Source: an optimization exercise on an open RTL-to-GDS flow (aim: small area). Production flows keep margins and buffers that such runs may drop. Only simulation tests tie the RTL to the original design; equivalence was not proved. Power and IR drop assume default switching activity.

## flow/design.v (module list and top-level ports; edited modules follow where they fit)
// module sine_quarter: 212 lines
// module phase_carry: 144 lines
// module audio_generator_12b_unsigned: 1041 lines
// module tone_term: 16 lines
module audio_generator_12b_unsigned (Clock, nStart, Select, Out);
  // ...
==> flow/run.sh <==
#!/bin/bash
# synth_recipe.tcl (not shown) runs the flow's synth.tcl, then flattens the netlist and writes it again
# the make line also repeats each setting of config.mk as NAME=value (left out here)
make -C /OpenROAD-flow-scripts/flow DESIGN_CONFIG=/design/flow/config.mk WORK_HOME=/design/flow/orfs CLKGATE_MAP_FILE= SYNTH_SCRIPT=/design/flow/synth_recipe.tcl finish
==> flow/config.mk <==
export PLATFORM = sky130hd
export DESIGN_NAME = audio_generator_12b_unsigned
export DESIGN_NICKNAME = audio_generator_12b_unsigned
export VERILOG_FILES = /design/flow/design.v
export SDC_FILE = /design/flow/constraint.sdc
export NUM_CORES = 8
export LEC_CHECK = 0
export ABC_AREA = 1
export CAP_MARGIN = 20
export CORE_MARGIN = 2
export CORE_UTILIZATION = 40
export CTS_BUF_LIST = sky130_fd_sc_hd__clkbuf_8
export CTS_CLUSTER_DIAMETER = 60
export CTS_CLUSTER_SIZE = 20
export SLEW_MARGIN = 20
==> flow/constraint.sdc <==
create_clock -name core_clock -period 20.0 [get_ports {Clock}]
set_input_delay 4.0000 -clock core_clock [delete_from_list [all_inputs] [get_ports {Clock}]]
set_output_delay 4.0000 -clock core_clock [all_outputs]
set_load 0.01 [all_outputs]
==> run summary, run 1 <==
result of the run=timing/DRC/antenna clean; violation count after the first detailed-routing iteration=between 2,000 and 2,500; total routed wirelength=approximately 79 mm; met3 routed wirelength=4.59 mm; Die Y-Extent=265 um; Non-clock buffering overhead=0.00968; number of flip-flops and latches=around 270; multi-input combinational cell count=3,066; ratio of cells with drive above 1 in the final layout=0.0382; detailed-route wire length on metal 1=36.5 mm; fraction of area in multi-input gates=0.643; slack of the critical path=~7.5 ns; ys async rst share=0.00368; worst hold path endpoint=h6; power consumption=approximately 0.0019 W; Worst setup EP type=register; Pwr top=combinational logic; relative area of clock buffers and inverters in the final design=0.0251; critical path arrival=about 13 ns; floorplan row count=95; most common cell after layout, fill and taps aside=sky130_fd_sc_hd__nand2_1; RR Endpoint=Out[11]; share of power burned in the clock network=0.231; slowest cell on the critical path=sky130_fd_sc_hd__clkdlybuf4s50_1; worst-case reg-to-reg path depth=28; area share of fa/ha/maj cells after synthesis=0.239; setup-violating endpoint count in the final report=0; number of instances in the synthesized netlist=4,173; setup repair after global routing missed its margin=false; number of clock sinks seen by CTS=272; die area=70,400 sq um; shortest period the worst path allows=12.47 ns; post-layout utilization of the core=0.430; inverter count of the layout excluding clock inverters=740; setup bufs post-CTS=0; accumulated negative setup slack=0 ns; clock buffer count from CTS=31; top layer in use=met5; part of the Yosys area used for sequential elements=0.199; HP Class=reg -> reg; dominant synthesized flop cell=sky130_fd_sc_hd__dfxtp_1; leakage component of the power=between 15 and 20 nW; clock buffer instance count of the final layout=32
==> run 2, diff against run 1 <==
==> flow/flow/run.sh (new file) <==
#!/bin/bash
# Own layout flow: the standard ORFS flow (standard.sh) with these changes:
# - synthesis: ABC maps the logic with an area-oriented script
#   (flow/abc_area_nf.script) and Yosys extracts only full adders (no half
#   adders) before ABC; registers, flattening and renaming are unchanged;
# - CTS and port buffering use the arguments in flow/extra_args.txt (one
#   make variable assignment per line, e.g. smaller clock buffers).
# Each tool's output goes to orfs/logs as in the standard flow; make's own
# output goes to flow_make.log here.
set -euo pipefail
W=$(pwd)
F=$W/flow
sed -e 's|^\( *\)extract_fa {\*}\[dont_use_extract_fa_args\]|\1extract_fa -fa|' \
    -e "s|^\( *\)log_cmd abc {\*}\$abc_args|\1log_cmd abc {*}[lreplace \$abc_args 1 1 $F/abc_area_nf.script]|" \
    "$FLOW_HOME/scripts/synth.tcl" > "$W/synth_area.tcl"
grep -q "extract_fa -fa" "$W/synth_area.tcl"
grep -q "abc_area_nf.script" "$W/synth_area.tcl"
sed -e "s|source \$::env(SCRIPTS_DIR)/synth.tcl|source $W/synth_area.tcl|" "$W/synth_recipe.tcl" > "$W/synth_recipe_area.tcl"
grep -q "synth_area.tcl" "$W/synth_recipe_area.tcl"
sed -e "s|SYNTH_SCRIPT=[^ ]*|SYNTH_SCRIPT=$W/synth_recipe_area.tcl|" "$W/standard.sh" > "$W/standard_area.sh"
grep -q "synth_recipe_area.tcl" "$W/standard_area.sh"
ARGS=()
if [[ -f "$F/extra_args.txt" ]]; then
  while IFS= read -r line; do
    [[ -z "$line" || "$line" == \#* ]] && continue
    ARGS+=("$line")
  done < "$F/extra_args.txt"
fi
bash "$W/standard_area.sh" "${ARGS[@]}" finish > "$W/flow_make.log" 2>&1
==> flow/flow/abc_area_nf.script (new file) <==
strash; &get -n; &dch; &nf -R 1000; &put; topo
==> flow/flow/extra_args.txt (new file) <==
CTS_ARGS=-sink_clustering_enable -repair_clock_nets -dont_use_dummy_load -buf_list sky130_fd_sc_hd__clkbuf_8 -sink_clustering_size 20 -sink_clustering_max_diameter 50
BUFFER_PORTS_ARGS=-buffer_cell sky130_fd_sc_hd__buf_2
==> flow/standard.sh (new file) <==
#!/bin/bash
# synth_recipe.tcl (not shown) runs the flow's synth.tcl, then flattens the netlist and writes it again
# the make line also repeats each setting of config.mk as NAME=value (left out here)
make -C /OpenROAD-flow-scripts/flow DESIGN_CONFIG=/design/flow/config.mk WORK_HOME=/design/flow/orfs CLKGATE_MAP_FILE= SYNTH_SCRIPT=/design/flow/synth_recipe.tcl "${@:-finish}"
--- a/flow/config.mk
+++ b/flow/config.mk
@@ -9,7 +9,4 @@
 export CAP_MARGIN = 20
 export CORE_MARGIN = 2
 export CORE_UTILIZATION = 40
-export CTS_BUF_LIST = sky130_fd_sc_hd__clkbuf_8
-export CTS_CLUSTER_DIAMETER = 60
-export CTS_CLUSTER_SIZE = 20
 export SLEW_MARGIN = 20
removed: flow/run.sh
==> run 2 against run 1 <==
First-iteration DRC count up 68%. Critical path depth up 2. Die area down 16%. Final cell count down 22%.
==> run summary, run 2 <==
result of the run=timing/DRC/antenna clean (unchanged); buffer type at the clock tree root=sky130_fd_sc_hd__clkbuf_8 (unchanged); part of the total power dissipated in combinational logic=0.461 (was 0.425); floorplan row count=87 (was 95); total congestion overflow=0 (unchanged); accumulated negative setup slack=0 ns (unchanged); die area=59,200 sq um (was 70,400 sq um); critical path arrival=13.65 ns (was 13.09 ns); flip-flop and latch count after synthesis=272 (unchanged); TritonRoute pass-1 iters=12 (was 8); synthesized netlist net count=3,251 (was 4,629); setup-violating endpoint count in the final report=0 (unchanged); ys async rst share=0.00368 (unchanged); family with the most delay on the worst path=adder cells (unchanged); ratio of final minimum period to clock period=0.658 (was 0.623); count of buffers from port buffering=25 (unchanged); number of clock sinks seen by CTS=272 (unchanged); placed cell count=3,900 (was 4,980); most common cell in the netlist=sky130_fd_sc_hd__nor2_1 (was sky130_fd_sc_hd__nand2_1); via count of the first global-routing pass=22,100 (was 24,100); Max Buffers Root-to-Sink=3 (unchanged); Critical Path Source Type=primary input (unchanged); setup repair after global routing missed its margin=false (unchanged); clock-pin slew on the worst setup and hold paths=0.08 ns (about the same); clock buffer count from CTS=38 (was 31); Worst setup EP type=register (unchanged); cell type with the highest aggregate area in the netlist=sky130_fd_sc_hd__dfxtp_1 (unchanged); shortest period the worst path allows=13.16 ns (was 12.47 ns); mapped cell area=22,900 sq um (was 27,300 sq um); Cell Count, Final, Fillers Out=3,939 (was 5,037); required time reported for the critical path endpoint=20.49 ns (was 20.62 ns); most common cell after layout, fill and taps aside=sky130_fd_sc_hd__nor2_1 (was sky130_fd_sc_hd__nand2_1); antenna-violating nets left=0 (unchanged); most area-consuming cells after synthesis=sky130_fd_sc_hd__dfxtp_1, sky130_fd_sc_hd__fa_1, sky130_fd_sc_hd__nor2_1 (was sky130_fd_sc_hd__dfxtp_1, sky130_fd_sc_hd__nand2_1, sky130_fd_sc_hd__ha_1); Final Max Slew Viols=0 (unchanged); share of power burned in the clock network=0.192 (was 0.231); most frequent cell on the critical path=sky130_fd_sc_hd__fa_1 (unchanged); fillcell total=5,712 (was 7,149); most used cells in the layout excluding fill and tap cells=sky130_fd_sc_hd__nor2_1, sky130_fd_sc_hd__nand2_1, sky130_fd_sc_hd__o21ai_0 (was sky130_fd_sc_hd__nand2_1, sky130_fd_sc_hd__inv_1, sky130_fd_sc_hd__nor2_1); TritonCTS clock tree=built (unchanged); DRC=0 (unchanged); H-tree levels=2 (was 1); VDD IR-drop max=0.134 mV (was 0.0929 mV); number of hold-repair buffers added at the cts stage=0 (unchanged); FF-to-FF setup slack=9.66 ns (was 11.06 ns); Area growth, synth to finish=7.50% (was 5.95%); slew margin rel.=0.435 (was 0.397); HP Class=reg -> reg (unchanged); vias after detailed routing=23,900 (was 26,000); critical path class=in -> reg (unchanged); area share of the largest cell type after synthesis=0.237 (was 0.199); number of instances in the synthesized netlist=3,105 (was 4,173); PostCTS Resize Cnt=0 (unchanged); ratio of cells with drive above 1 in the final layout=0.0255 (was 0.0382); slew at the pin closest to its max-slew limit=0.848 ns (was 0.898 ns); dominant synthesized flop cell=sky130_fd_sc_hd__dfxtp_1 (unchanged); detail-routed net length per standard cell=18.8 um (was 15.6 um); Post-synth EDFFs=0 (unchanged); power consumption=0.00190 W (was 0.00192 W); Synth top cells by count=sky130_fd_sc_hd__nor2_1, sky130_fd_sc_hd__nand2_1, sky130_fd_sc_hd__o21ai_0 (was sky130_fd_sc_hd__nand2_1, sky130_fd_sc_hd__inv_1, sky130_fd_sc_hd__nor2_1); switching power as a share of total power=0.399 (was 0.391); final weighted congestion in routability-driven placement=0.957 (was 0.984); switching power total=0.000757 W (was 0.000750 W); maxcap violations=0 (unchanged); placeable core region=56,500 sq um (was 67,400 sq um); slowest cell on the critical path=sky130_fd_sc_hd__fa_1 (was sky130_fd_sc_hd__clkdlybuf4s50_1); GRT Resource Usage Total=0.247 (was 0.222); DR vias/cell=6.08 (was 5.15); Reg power frac=0.346 (was 0.345); fmax=76.0 MHz (was 80.2 MHz); HPWL reported at the end of detailed placement=55.0 mm (was 62.7 mm); part of the Yosys area used for sequential elements=0.238 (was 0.199); Top-Level Pins=26 (unchanged); violation count after the first detailed-routing iteration=4,003 (was 2,385); leakage component of the power=9.30 nW (was 16.0 nW); Worst path max stage delay=0.58 ns (was 0.77 ns); starting density of the core=0.405 (about the same); critical path fanouts, max=16 (was 11); count of yosys warnings during synthesis=1 (unchanged); initial antenna violation count=2 (unchanged); wire length of the first global-routing pass=121 mm (was 128 mm); total routed wirelength=74.0 mm (was 78.8 mm); Worst Path Buf+Inv=4 (unchanged); source-to-sink clock delay at the later pin of the worst-skew pair=0.63 ns (was 0.70 ns); number of nets in the finished design=3,330 (was 4,596); pin count of the biggest net entering global routing=102 (was 70); total power per unit cell area=77.1 nW/um^2 (was 66.2 nW/um^2); setup bufs post-CTS=0 (unchanged); Synth cell types=61 (was 52); Syn Area/Cell=7.37 sq um (was 6.55 sq um); Die Width=243 um (was 265 um); Int Pwr=0.00114 W (was 0.00117 W); worst clock skew on the final layout=0.100 ns (was 0.0440 ns); Die Y-Extent=243 um (was 265 um); final hold violations=0 (unchanged)
## run 2: metal layers
layer | vias to the layer above | GRT usage | part of all wire
li1 | 11300 | - | -
met1 | 11100 | 0.351 | 0.44
met2 | 1291 | 0.393 | 0.45
met3 | 226 | 0.0330 | 0.079
met4 | 0 | 0.0666 | 0.031
met5 | - | 0 | 0
## run 2: logic make-up after synthesis
family	synth area share
AO/OA/AOI/OAI	0.223
XOR/XNOR	0.115
adder cells (fa/ha/maj)	0.115
buffers and inverters	0.0208
flip-flops	0.238
multiplexers	0.00355
other	0.000164
AND/OR/NAND/NOR	0.284
## run 2: power groups by stage
stage	logic [W]	clock network (W)	registers [W]
after floorplan	0.000561	0	0.000664
after global placement	0.000869	0	0.000666
after detailed placement	0.000879	0	0.000669
after CTS	0.000883	0.000385	0.000657
after global routing	0.000995	0.000404	0.000665
final	0.000876	0.000365	0.000657
## run 2: worst paths after layout
kind | end | cells past startpoint | from
worst min-delay path | d5[0] | 2 | d5[0]
worst min register to register | d5[0] | 2 | d5[0]
min in group asynchronous | run | 1 | nStart
max in group asynchronous | run | 1 | nStart
worst max-delay path | Out[11] | 31 | Select[3]
worst max register to register | Out[11] | 30 | j3[4]
## run 2: worst min-delay path, delay by kind of cell (launching register included)
family / cells / cell delay [ns]
flip-flops: 1 / 0.31
buffers and inverters: 1 / 0.04
AO/OA/AOI/OAI: 1 / 0.05
## run 2: cell type report
cell class                      count  area, sq um  share of cell area
Multi-Input combinational cell   2706        17000               0.690
Sequential cell                   272         5450               0.222
Tap cell                          756          946              0.0384
Clock buffer                       38          523              0.0212
Inverter                          127          482              0.0196
Timing Repair Buffer               39          230             0.00935
Antenna cell                        1         2.50            0.000102
## run 2: stage by stage
| step | setup WS, ns | hold slack, ns | utilization | cell area [sq um] |
|---|---|---|---|---|
| global placement | 6.38 | 0.419 | 0.426 | 24100 |
| floorplan | 7.53 | 0.412 | - | 22900 |
| CTS | 6.91 | 0.437 | 0.435 | 24600 |
| detailed placement | 6.30 | 0.425 | 0.426 | 24100 |
| global route | 6.36 | 0.463 | 0.436 | 24600 |
| finish | 6.84 | 0.433 | 0.436 | 24600 |
==> run 3, diff against run 2 <==
==> flow/flow/extra_args.txt (replaced) <==
CTS_ARGS=-sink_clustering_enable -repair_clock_nets -dont_use_dummy_load -buf_list sky130_fd_sc_hd__clkbuf_4 -sink_clustering_size 12 -sink_clustering_max_diameter 40
BUFFER_PORTS_ARGS=-buffer_cell sky130_fd_sc_hd__buf_1
==> run 3 against run 2 <==
Combinational power fell by 1%. Design area fell by 0.70%. Largest cell class unchanged. Power fell by 3.6%. Wire length barely moved. Count of clock-buffer cells in the layout rose by 13. Sequential share of layout area rose by 0.16 points. Clock power fell by 16%. First-iteration DRC count fell by 17%. Maximum frequency rose by 1.1%. Clock skew fell by 0.0014 ns. Core utilization fell by 0.30 points. Global-route usage fell by 0.27 points.
==> run summary, run 3 <==
result of the run=timing/DRC/antenna clean (unchanged); worst hold path cell count=2 (unchanged); maxcap violations=0 (unchanged); slowest cell on the critical path=sky130_fd_sc_hd__fa_1 (unchanged); TritonCTS clock tree=built (unchanged); Post-Place Worst Slack=6.37 ns (was 6.30 ns); initial antenna violation count=1 (was 2); setup-violating endpoint count in the final report=0 (unchanged); synthesized netlist net count=3,251 (unchanged); count of buffers from port buffering=25 (unchanged); most frequent cell on the critical path=sky130_fd_sc_hd__fa_1 (unchanged); total congestion overflow=0 (unchanged); final hold violations=0 (unchanged); flip-flop and latch count after synthesis=272 (unchanged); HPWL reported at the end of detailed placement=55.1 mm (was 55.0 mm); floorplan row count=87 (unchanged); Critical Path Source Type=primary input (unchanged); slew at the pin closest to its max-slew limit=0.951 ns (was 0.848 ns); number of instances in the synthesized netlist=3,105 (unchanged); via count of the first global-routing pass=22,100 (about the same); most used cells in the layout excluding fill and tap cells=sky130_fd_sc_hd__nor2_1, sky130_fd_sc_hd__nand2_1, sky130_fd_sc_hd__o21ai_0 (unchanged); fmax=76.8 MHz (was 76.0 MHz); total power per unit cell area=74.8 nW/um^2 (was 77.1 nW/um^2); final design area excluding fillers=24,400 sq um (was 24,600 sq um); part of the Yosys area used for sequential elements=0.238 (unchanged); final weighted congestion in routability-driven placement=0.952 (was 0.957); source-to-sink clock delay at the later pin of the worst-skew pair=0.80 ns (was 0.63 ns); Synth cell types=61 (unchanged); Syn Area/Cell=7.37 sq um (unchanged); count of yosys warnings during synthesis=1 (unchanged); dominant synthesized flop cell=sky130_fd_sc_hd__dfxtp_1 (unchanged); clock buffer count from CTS=51 (was 38); ratio of final minimum period to clock period=0.651 (was 0.658); setup repair after global routing missed its margin=false (unchanged); ys async rst share=0.00368 (unchanged); DRC=0 (unchanged); Worst path max stage delay=0.59 ns (was 0.58 ns); HP Class=reg -> reg (unchanged); worst clock skew on the final layout=0.0988 ns (was 0.100 ns); VDD IR-drop max=0.126 mV (was 0.134 mV); most common cell in the netlist=sky130_fd_sc_hd__nor2_1 (unchanged); accumulated negative setup slack=0 ns (unchanged); DR vias/cell=6.05 (was 6.08); Post-synth EDFFs=0 (unchanged); buffer type at the clock tree root=sky130_fd_sc_hd__clkbuf_4 (was sky130_fd_sc_hd__clkbuf_8); number of nets in the finished design=3,343 (was 3,330); H-tree levels=2 (unchanged); shortest period the worst path allows=13.02 ns (was 13.16 ns); TritonRoute pass-1 iters=6 (was 12); number of clock sinks seen by CTS=272 (unchanged); pin count of the biggest net entering global routing=84 (was 102); most area-consuming cells after synthesis=sky130_fd_sc_hd__dfxtp_1, sky130_fd_sc_hd__fa_1, sky130_fd_sc_hd__nor2_1 (unchanged); die area=59,200 sq um (unchanged); Synth top cells by count=sky130_fd_sc_hd__nor2_1, sky130_fd_sc_hd__nand2_1, sky130_fd_sc_hd__o21ai_0 (unchanged); violation count after the first detailed-routing iteration=3,329 (was 4,003); GRT Resource Usage Total=0.244 (was 0.247); post-layout utilization of the core=0.433 (was 0.436); Worst setup EP type=register (unchanged); ratio of cells with drive above 1 in the final layout=0.0216 (was 0.0255); Max Buffers Root-to-Sink=3 (unchanged); most common cell after layout, fill and taps aside=sky130_fd_sc_hd__nor2_1 (unchanged); critical path arrival=13.67 ns (was 13.65 ns); setup bufs post-CTS=0 (unchanged); placeable core region=56,500 sq um (unchanged); worst-case reg-to-reg path depth=30 (unchanged); Area growth, synth to finish=6.75% (was 7.50%); number of hold-repair buffers added at the cts stage=0 (unchanged); total routed wirelength=73.9 mm (was 74.0 mm); critical path class=in -> reg (unchanged); critical path fanouts, max=16 (unchanged); Final Max Slew Viols=0 (unchanged); antenna-violating nets left=0 (unchanged); clock-pin slew on the worst setup and hold paths=0.09 ns (was 0.08 ns); vias after detailed routing=23,900 (about the same); slack of the critical path=6.98 ns (was 6.84 ns); wire length of the first global-routing pass=120 mm (was 121 mm); required time reported for the critical path endpoint=20.65 ns (was 20.49 ns); cell type with the highest aggregate area in the netlist=sky130_fd_sc_hd__dfxtp_1 (unchanged); cell area after placement=24,000 sq um (was 24,100 sq um); Top-Level Pins=26 (unchanged); detail-routed net length per standard cell=18.7 um (was 18.8 um); PostCTS Resize Cnt=0 (unchanged); area share of the largest cell type after synthesis=0.237 (unchanged); Die Width=243 um (unchanged); mapped cell area=22,900 sq um (unchanged); leakage component of the power=9.19 nW (was 9.30 nW); slew margin rel.=0.350 (was 0.435); starting density of the core=0.405 (unchanged); Die Y-Extent=243 um (unchanged)
run 3: cell families after synthesis:
| logic type | share of synthesized area |
|---|---|
| AND/OR/NAND/NOR | 0.284 |
| AO/OA/AOI/OAI | 0.223 |
| XOR/XNOR | 0.115 |
| flip-flops | 0.238 |
| adder cells (fa/ha/maj) | 0.115 |
| buffers and inverters | 0.0208 |
| multiplexers | 0.00355 |
| other | 0.000164 |
run 3: power breakdown:
group | internal [W] | leakage (nW) | switching (W)
Sequential | 0.000618 | 2.23 | 0.0000402
Combinational | 0.000351 | 6.73 | 0.000513
Clock | 0.000115 | 0.235 | 0.000192
run 3: worst paths after layout:
path,start,to,slack [ns]
min in group asynchronous,nStart,run,2.97
max in group asynchronous,nStart,run,16.92
worst max register to register,j3[4],Out[11],9.96
worst min register to register,d9[4],d9[4],0.43
worst min-delay path,d9[4],d9[4],0.43
worst max-delay path,Select[3],Out[11],6.98
run 3: area by class of cell:
class	instances	area [sq um]
fillers	5784	32100
diodes	1	2.50
inverters	127	482
well taps	756	946
multi-input cells	2706	17000
repair buffers	39	199
flip-flops and latches	272	5450
clock buffers	51	383
run 3: worst max-delay path, delay by kind of cell:
family	cells	cell delay, ns
fa+ha+maj	14	5.72
compound gates	5	1.58
simple gates	4	0.99
xor+xnor	4	0.71
buf+inv	4	0.68
run 3: stage by stage:
stage	hold slack (ns)	std cells	total power, W
5_1_grt	0.458	3952	0.00197
2_1_floorplan	0.412	3105	0.00123
4_1_cts	0.438	3951	0.00184
6_report	0.434	3952	0.00183
3_3_place_gp	0.418	3900	0.00151
3_5_place_dp	0.424	3900	0.00152
run 3: metal layers:
metal	global-route usage	routed length (um)
met3	0.0334	5540
met4	0.0642	1990
met5	0	0
met1	0.343	32900
met2	0.393	33500
==> run 4, diff against run 3 <==
==> flow/flow/extra_args.txt (replaced) <==
CTS_ARGS=-sink_clustering_enable -repair_clock_nets -dont_use_dummy_load -buf_list sky130_fd_sc_hd__clkbuf_4 -sink_clustering_size 10 -sink_clustering_max_diameter 35
BUFFER_PORTS_ARGS=-buffer_cell sky130_fd_sc_hd__buf_1
==> run 4 against run 3 <==
Highest routed layer unchanged. Still clean. Synthesized cell count unchanged. Sequential power about the same. Final cell count grew 0.13%. Sequential share of layout area is essentially flat. Largest power group unchanged. Largest cell class unchanged.
==> run summary, run 4 <==
clock-pin slew on the worst setup and hold paths=0.07 ns (was 0.09 ns); flip-flop and latch count after synthesis=272 (unchanged); fmax=77.2 MHz (was 76.8 MHz); Top-Level Pins=26 (unchanged); PostCTS Resize Cnt=0 (unchanged); number of instances in the synthesized netlist=3,105 (unchanged); ratio of final minimum period to clock period=0.647 (was 0.651); Syn Area/Cell=7.37 sq um (unchanged); DR vias/cell=6.07 (was 6.05); slowest cell on the critical path=sky130_fd_sc_hd__fa_1 (unchanged); number of hold-repair buffers added at the cts stage=0 (unchanged); vias after detailed routing=24,000 (was 23,900); VDD IR-drop max=0.118 mV (was 0.126 mV); placeable core region=56,500 sq um (unchanged); buffer type at the clock tree root=sky130_fd_sc_hd__clkbuf_4 (unchanged); DRC=0 (unchanged); total congestion overflow=0 (unchanged); leakage component of the power=9.22 nW (was 9.19 nW); shortest period the worst path allows=12.95 ns (was 13.02 ns); cell type with the highest aggregate area in the netlist=sky130_fd_sc_hd__dfxtp_1 (unchanged); worst clock skew on the final layout=0.127 ns (was 0.0988 ns); critical path class=in -> reg (unchanged); hold wc startpoint=d9[4] (unchanged); number of clock sinks seen by CTS=272 (unchanged); synthesized netlist net count=3,251 (unchanged); ys async rst share=0.00368 (unchanged); slew margin rel.=0.334 (was 0.350); Worst path max stage delay=0.59 ns (about the same); Final Max Slew Viols=0 (unchanged); part of the Yosys area used for sequential elements=0.238 (unchanged); total routed wirelength=73.9 mm (about the same); most used cells in the layout excluding fill and tap cells=sky130_fd_sc_hd__nor2_1, sky130_fd_sc_hd__nand2_1, sky130_fd_sc_hd__o21ai_0 (unchanged); Critical Path Source Type=primary input (unchanged); Synth cell types=61 (unchanged); maxcap violations=0 (unchanged); count of yosys warnings during synthesis=1 (unchanged); source-to-sink clock delay at the later pin of the worst-skew pair=0.81 ns (was 0.80 ns); via count of the first global-routing pass=22,100 (about the same); result of the run=timing/DRC/antenna clean (unchanged); Max Buffers Root-to-Sink=3 (unchanged); die area=59,200 sq um (unchanged); mapped cell area=22,900 sq um (unchanged); HPWL reported at the end of detailed placement=55.1 mm (unchanged); violation count after the first detailed-routing iteration=3,296 (was 3,329); Post-synth EDFFs=0 (unchanged); pin count of the biggest net entering global routing=84 (unchanged); detail-routed net length per standard cell=18.7 um (about the same); launch point of the critical path=Select[3] (unchanged); accumulated negative setup slack=0 ns (unchanged); area share of the largest cell type after synthesis=0.237 (unchanged); required time reported for the critical path endpoint=20.70 ns (was 20.65 ns); post-layout utilization of the core=0.433 (about the same); Synth top cells by count=sky130_fd_sc_hd__nor2_1, sky130_fd_sc_hd__nand2_1, sky130_fd_sc_hd__o21ai_0 (unchanged); TritonRoute pass-1 iters=8 (was 6); Area growth, synth to finish=6.92% (was 6.75%); setup repair after global routing missed its margin=false (unchanged); most area-consuming cells after synthesis=sky130_fd_sc_hd__dfxtp_1, sky130_fd_sc_hd__fa_1, sky130_fd_sc_hd__nor2_1 (unchanged); starting density of the core=0.405 (unchanged); Reg power frac=0.359 (was 0.360); most common cell after layout, fill and taps aside=sky130_fd_sc_hd__nor2_1 (unchanged); count of buffers from port buffering=25 (unchanged); dominant synthesized flop cell=sky130_fd_sc_hd__dfxtp_1 (unchanged); part of the total power dissipated in combinational logic=0.466 (was 0.472); Die Width=243 um (unchanged); ratio of cells with drive above 1 in the final layout=0.0231 (was 0.0216); setup-violating endpoint count in the final report=0 (unchanged); share of power burned in the clock network=0.175 (was 0.168); critical path arrival=13.65 ns (was 13.67 ns); GRT Resource Usage Total=0.245 (was 0.244); Die Y-Extent=243 um (unchanged); switching power as a share of total power=0.403 (was 0.407); TritonCTS clock tree=built (unchanged); floorplan row count=87 (unchanged); most common cell in the netlist=sky130_fd_sc_hd__nor2_1 (unchanged); initial antenna violation count=1 (unchanged); Int Pwr=0.00109 W (was 0.00108 W); r2r startpoint=j3[4] (unchanged); setup bufs post-CTS=0 (unchanged); slew at the pin closest to its max-slew limit=0.973 ns (was 0.951 ns); critical path fanouts, max=16 (unchanged); antenna-violating nets left=0 (unchanged); clock buffer count from CTS=56 (was 51); HP Class=reg -> reg (unchanged); final weighted congestion in routability-driven placement=0.952 (unchanged); wire length of the first global-routing pass=120 mm (about the same); final hold violations=0 (unchanged); power consumption=0.00183 W (about the same); worst hold path cell count=2 (unchanged); H-tree levels=2 (unchanged); worst-case reg-to-reg path depth=30 (unchanged); number of nets in the finished design=3,348 (was 3,343); total power per unit cell area=74.8 nW/um^2 (about the same); most frequent cell on the critical path=sky130_fd_sc_hd__fa_1 (unchanged); switching power total=0.000739 W (was 0.000745 W); Worst setup EP type=register (unchanged)
-- run 4: metal layers --
metal  track usage  vias to the layer above  share of wire
met5             0                        -              0
met4        0.0655                        0          0.028
met3        0.0360                      201          0.079
met2         0.393                     1236           0.45
met1         0.342                    11200           0.44
li1              -                    11300              -
-- run 4: final cells by class --
class | count | area [sq um]
well taps | 756 | 946
diodes | 1 | 2.50
multi-input cells | 2706 | 17000
flip-flops and latches | 272 | 5450
clock buffers | 56 | 420
inverters | 127 | 482
repair buffers | 39 | 199
fillers | 5785 | 32000
-- run 4: final timing paths --
check	slack, ns	endpoint
setup reg to reg	10.02	Out[11]
setup / recovery	7.05	Out[11]
min in group asynchronous	2.96	run
hold / removal	0.43	d9[4]
hold reg to reg	0.43	d9[4]
max in group asynchronous	16.93	run
-- run 4: cells by family (layout without fill, tap and decap cells) --
kind of cell / count (synthesis) / count (layout) / synth area share
compound gates: 862 / 862 / 0.223
xor+xnor: 301 / 301 / 0.115
fa+ha+maj: 132 / 132 / 0.115
buf+inv: 127 / 222 / 0.0208
flops: 272 / 272 / 0.238
mux: 8 / 8 / 0.00355
other cells: 1 / 2 / 0.000164
simple gates: 1402 / 1402 / 0.284
-- run 4: worst max-delay path, delay by kind of cell --
family	cells	cell delay [ns]
AO/OA/AOI/OAI	5	1.55
XOR/XNOR	4	0.70
adder cells (fa/ha/maj)	14	5.72
buffers and inverters	4	0.69
AND/OR/NAND/NOR	4	0.99
-- run 4: through the flow --
stage	cell area, sq um	std cells	worst slack [ns]	hold WS (ns)
2_1_floorplan	22900	3105	7.53	0.412
3_3_place_gp	24000	3900	6.39	0.418
3_5_place_dp	24000	3900	6.37	0.424
4_1_cts	24500	3956	7.20	0.435
5_1_grt	24500	3957	6.46	0.455
6_report	24500	3957	7.05	0.431
-- run 4: power groups by stage --
stage	combinational [W]	clock [W]	sequential, W
finish	0.000854	0.000321	0.000658
global route	0.000957	0.000363	0.000666
CTS	0.000856	0.000342	0.000658
detailed placement	0.000853	0	0.000670
global placement	0.000838	0	0.000667
floorplan	0.000561	0	0.000664
==> run 5, diff against run 4 <==
==> flow/flow/run.sh (replaced) <==
#!/bin/bash
# Own layout flow: the standard ORFS flow, with one change in synthesis:
# ABC maps the logic with an area-oriented script (flow/abc_area_nf.script)
# and Yosys extracts only full adders (no half adders) before ABC.
# Everything else (registers, flattening, renaming, floorplan, placement,
# CTS, routing, finish) is the standard flow as standard.sh runs it.
set -euo pipefail
W=$(pwd)
F=$W/flow
# synthesis script: ORFS's synth.tcl with the two changes above
sed -e 's|^\( *\)extract_fa {\*}\[dont_use_extract_fa_args\]|\1extract_fa -fa|' \
    -e "s|^\( *\)log_cmd abc {\*}\$abc_args|\1log_cmd abc {*}[lreplace \$abc_args 1 1 $F/abc_area_nf.script]|" \
    "$FLOW_HOME/scripts/synth.tcl" > "$W/synth_area.tcl"
grep -q "extract_fa -fa" "$W/synth_area.tcl"
grep -q "abc_area_nf.script" "$W/synth_area.tcl"
# The standard flow's synthesis wrapper, sourcing the script above instead of synth.tcl
sed -e "s|source \$::env(SCRIPTS_DIR)/synth.tcl|source $W/synth_area.tcl|" "$W/synth_recipe.tcl" > "$W/synth_recipe_area.tcl"
grep -q "synth_area.tcl" "$W/synth_recipe_area.tcl"
# The standard.sh with the synthesis wrapper swapped
sed -e "s|SYNTH_SCRIPT=[^ ]*|SYNTH_SCRIPT=$W/synth_recipe_area.tcl|" "$W/standard.sh" > "$W/standard_area.sh"
grep -q "synth_recipe_area.tcl" "$W/standard_area.sh"
bash "$W/standard_area.sh" > "$W/flow_make.log" 2>&1
removed: flow/flow/extra_args.txt
==> run 5 against run 4 <==
Die area did not move. Worst hold slack improved by 0.0023 ns. Register-to-register slack lost 0.17 ns. Area after synthesis stayed put. Wire length up 2.3%. Maximum frequency shrank 5.6%. Final cell count is 0.10% lower. Power grew 15%. Still clean. Synthesized cell count unchanged. Clock power rose by about 80%.
==> run summary, run 5 <==
critical path arrival=14.25 ns (was 13.65 ns); part of the Yosys area used for sequential elements=0.238 (unchanged); final weighted congestion in routability-driven placement=0.968 (was 0.952); most common cell in the netlist=sky130_fd_sc_hd__nor2_1 (unchanged); slowest cell on the critical path=sky130_fd_sc_hd__clkdlybuf4s50_1 (was sky130_fd_sc_hd__fa_1); most area-consuming cells after synthesis=sky130_fd_sc_hd__dfxtp_1, sky130_fd_sc_hd__fa_1, sky130_fd_sc_hd__nor2_1 (unchanged); pin count of the biggest net entering global routing=85 (was 84); wire length of the first global-routing pass=122 mm (was 120 mm); cell type with the highest aggregate area in the netlist=sky130_fd_sc_hd__dfxtp_1 (unchanged); number of nets in the finished design=3,321 (was 3,348); required time reported for the critical path endpoint=20.54 ns (was 20.70 ns); most frequent cell on the critical path=sky130_fd_sc_hd__fa_1 (unchanged); vias after detailed routing=24,000 (about the same); die area=59,200 sq um (unchanged); fmax=72.9 MHz (was 77.2 MHz); Top-Level Pins=26 (unchanged); flip-flop and latch count after synthesis=272 (unchanged); floorplan row count=87 (unchanged); Worst path max stage delay=0.82 ns (was 0.59 ns); count of buffers from port buffering=25 (unchanged); ratio of final minimum period to clock period=0.686 (was 0.647); critical path fanouts, max=16 (unchanged); violation count after the first detailed-routing iteration=3,118 (was 3,296); hold wc startpoint=d9[4] (unchanged); synthesized netlist net count=3,251 (unchanged); RR Endpoint=Out[11] (unchanged); starting density of the core=0.405 (unchanged); source-to-sink clock delay at the later pin of the worst-skew pair=0.61 ns (was 0.81 ns); ys async rst share=0.00368 (unchanged); Syn Area/Cell=7.37 sq um (unchanged); ratio of cells with drive above 1 in the final layout=0.0213 (was 0.0231); setup bufs post-CTS=0 (unchanged); number of hold-repair buffers added at the cts stage=0 (unchanged); HPWL reported at the end of detailed placement=56.1 mm (was 55.1 mm); most used cells in the layout excluding fill and tap cells=sky130_fd_sc_hd__nor2_1, sky130_fd_sc_hd__nand2_1, sky130_fd_sc_hd__o21ai_0 (unchanged); buffer type at the clock tree root=sky130_fd_sc_hd__clkbuf_16 (was sky130_fd_sc_hd__clkbuf_4); share of power burned in the clock network=0.274 (was 0.175); count of yosys warnings during synthesis=1 (unchanged); Post-synth EDFFs=0 (unchanged); Die Width=243 um (unchanged); placeable core region=56,500 sq um (unchanged); shortest period the worst path allows=13.71 ns (was 12.95 ns); clock-pin slew on the worst setup and hold paths=0.07 ns (about the same); PostCTS Resize Cnt=0 (unchanged); leakage component of the power=9.52 nW (was 9.22 nW); Synth top cells by count=sky130_fd_sc_hd__nor2_1, sky130_fd_sc_hd__nand2_1, sky130_fd_sc_hd__o21ai_0 (unchanged); critical path class=in -> reg (unchanged); switching power total=0.000799 W (was 0.000739 W); Cell Count, Final, Fillers Out=3,953 (was 3,957); slew at the pin closest to its max-slew limit=0.974 ns (was 0.973 ns); HP Class=reg -> reg (unchanged); placed cell count=3,898 (was 3,900); worst clock skew on the final layout=0.0173 ns (was 0.127 ns); area share of the largest cell type after synthesis=0.237 (unchanged); VDD IR-drop max=0.143 mV (was 0.118 mV); number of clock sinks seen by CTS=272 (unchanged); worst hold path cell count=2 (unchanged); TritonRoute pass-1 iters=6 (was 8); Final Max Slew Viols=0 (unchanged); dominant synthesized flop cell=sky130_fd_sc_hd__dfxtp_1 (unchanged); total power per unit cell area=83.6 nW/um^2 (was 74.8 nW/um^2); worst-case reg-to-reg path depth=30 (unchanged); TritonCTS clock tree=built (unchanged); worst hold path endpoint=d9[4] (unchanged); most common cell after layout, fill and taps aside=sky130_fd_sc_hd__nor2_1 (unchanged); number of instances in the synthesized netlist=3,105 (unchanged); setup repair after global routing missed its margin=false (unchanged); DRC=0 (unchanged); r2r startpoint=j3[4] (unchanged); setup-violating endpoint count in the final report=0 (unchanged); total routed wirelength=75.6 mm (was 73.9 mm); Critical Path Source Type=primary input (unchanged); Int Pwr=0.00131 W (was 0.00109 W); final hold violations=0 (unchanged); Worst setup EP type=register (unchanged); slew margin rel.=0.334 (about the same); DR vias/cell=6.07 (about the same); clock buffer count from CTS=31 (was 56); maxcap violations=0 (unchanged); H-tree levels=1 (was 2); switching power as a share of total power=0.379 (was 0.403); total congestion overflow=0 (unchanged); antenna diode instance count=0 (was 1); Synth cell types=61 (unchanged); Area growth, synth to finish=10.2% (was 6.92%); via count of the first global-routing pass=22,100 (about the same); accumulated negative setup slack=0 ns (unchanged); Die Y-Extent=243 um (unchanged); result of the run=timing/DRC/antenna clean (unchanged); part of the total power dissipated in combinational logic=0.413 (was 0.466); antenna-violating nets left=0 (unchanged); fillcell total=5,670 (was 5,785); Max Buffers Root-to-Sink=3 (unchanged); FF-to-FF setup slack=9.85 ns (was 10.02 ns); detail-routed net length per standard cell=19.1 um (was 18.7 um); GRT Resource Usage Total=0.250 (was 0.245); Reg power frac=0.313 (was 0.359); initial antenna violation count=2 (was 1); mapped cell area=22,900 sq um (unchanged)
## run 5: cell counts after synthesis
Identical to the previous run, type by type.
## run 5: per-stage QoR
step / util / area (sq um) / setup slack [ns] / total power [W] / hold WS [ns]
final: 0.446 / 25200 / 6.29 / 0.00211 / 0.433
after global routing: 0.446 / 25200 / 5.69 / 0.00226 / 0.460
after CTS: 0.446 / 25200 / 6.42 / 0.00212 / 0.434
after detailed placement: 0.428 / 24200 / 5.77 / 0.00154 / 0.425
after global placement: 0.428 / 24200 / 5.80 / 0.00152 / 0.419
after floorplan: - / 22900 / 7.53 / 0.00123 / 0.412
## run 5: routing by layer
| layer | track usage | vias up | wire length [um] |
|---|---|---|---|
| met5 | 0 | - | 0 |
| met4 | 0.0545 | 0 | 2150 |
| met3 | 0.0249 | 183 | 5160 |
| met2 | 0.405 | 1223 | 34300 |
| met1 | 0.358 | 11300 | 34000 |
| li1 | - | 11300 | - |
## run 5: logic make-up (layout without fill, tap and decap cells)
family,count (synthesis),count (layout),share of synthesized area
xor gates and xnor gates,301,301,0.115
DFF,272,272,0.238
muxes,8,8,0.00355
AOI/OAI and AO/OA,862,862,0.223
adders and majority gates,132,132,0.115
other,1,1,0.000164
buffers and inverters,127,219,0.0208
and+or+nand+nor,1402,1402,0.284
## run 5: area by class of cell
type,instances,area [sq um],area share
clock inverter,15,153,0.00605
multi-input combinational,2706,17000,0.673
tap,756,946,0.0375
sequential,272,5450,0.216
timing repair buffer,37,340,0.0135
inverter,127,482,0.0191
clock buffer,40,870,0.0345
## run 5: worst max-delay path, delay by kind of cell
kind / cells / cell delay [ns]
AND/OR/NAND/NOR: 4 / 0.98
AO/OA/AOI/OAI: 5 / 1.72
XOR/XNOR: 4 / 0.70
buffers and inverters: 4 / 1.07
adder cells (fa/ha/maj): 14 / 5.77
## run 5: power by group through the flow
stage	sequential [W]	clock [W]	combinational, W
2_1_floorplan	0.000664	0	0.000561
3_3_place_gp	0.000668	0	0.000854
3_5_place_dp	0.000671	0	0.000865
4_1_cts	0.000660	0.000595	0.000868
5_1_grt	0.000667	0.000614	0.000976
6_report	0.000660	0.000577	0.000870
## run 5: worst max-delay path by stage
stage / from / to / slack [ns] / cells after the start
after global placement: Select[3] / Out[11] / 5.80 / 31
after floorplan: Select[11] / Out[11] / 7.53 / 26
after CTS: Select[3] / Out[11] / 6.42 / 31
final: Select[3] / Out[11] / 6.29 / 31
after detailed placement: Select[3] / Out[11] / 5.77 / 31
after global routing: Select[3] / Out[11] / 5.69 / 31

==> static timing again, ports no longer ideal <==
The results above use ideal ports. As a check the final layouts listed here were re-extracted and re-timed, cells and wires unchanged.
Step 1: set_driving_cell puts a clkbuf_16 on Clock and a buf_2 on each other input, an assumption about the parent block.
Step 2 adds t to the input delays and takes it off the output delays; t is the mean of the earliest and latest rising clock arrival at the registers after step 1. Input paths then give back, and output paths get back, about the clock's delay inside the block.
Three values: ideal, step 1, step 2; two values: the first two.
| run | t (ns) | setup WS [ns] | worst hold slack (ns) | worst slew at a driven data input, ns | cell pins on the clock port's net |
|---|---|---|---|---|---|
| run 1 | 0.736 | 7.533 / 7.559 / 6.823 | 0.459 / 0.459 / 0.459 | 0.07 | 1 |
| run 2 | 0.631 | 6.837 / 6.845 / 6.214 | 0.433 / 0.433 / 0.433 | 0.05 | 1 |
| run 3 | 0.801 | 6.979 / 6.971 / 6.170 | 0.434 / 0.434 / 0.434 | 0.05 | 1 |
| run 4 | 0.812 | 7.051 / 7.044 / 6.232 | 0.431 / 0.431 / 0.431 | 0.05 | 1 |
| run 5 | 0.661 | 6.288 / 6.305 / 5.644 | 0.433 / 0.433 / 0.433 | 0.06 | 1 |
After both steps every run listed still meets setup and hold. For run 4, which loses most, drivers alone change the setup slack by -0.007 ns; drivers and shift together by -0.819 ns.
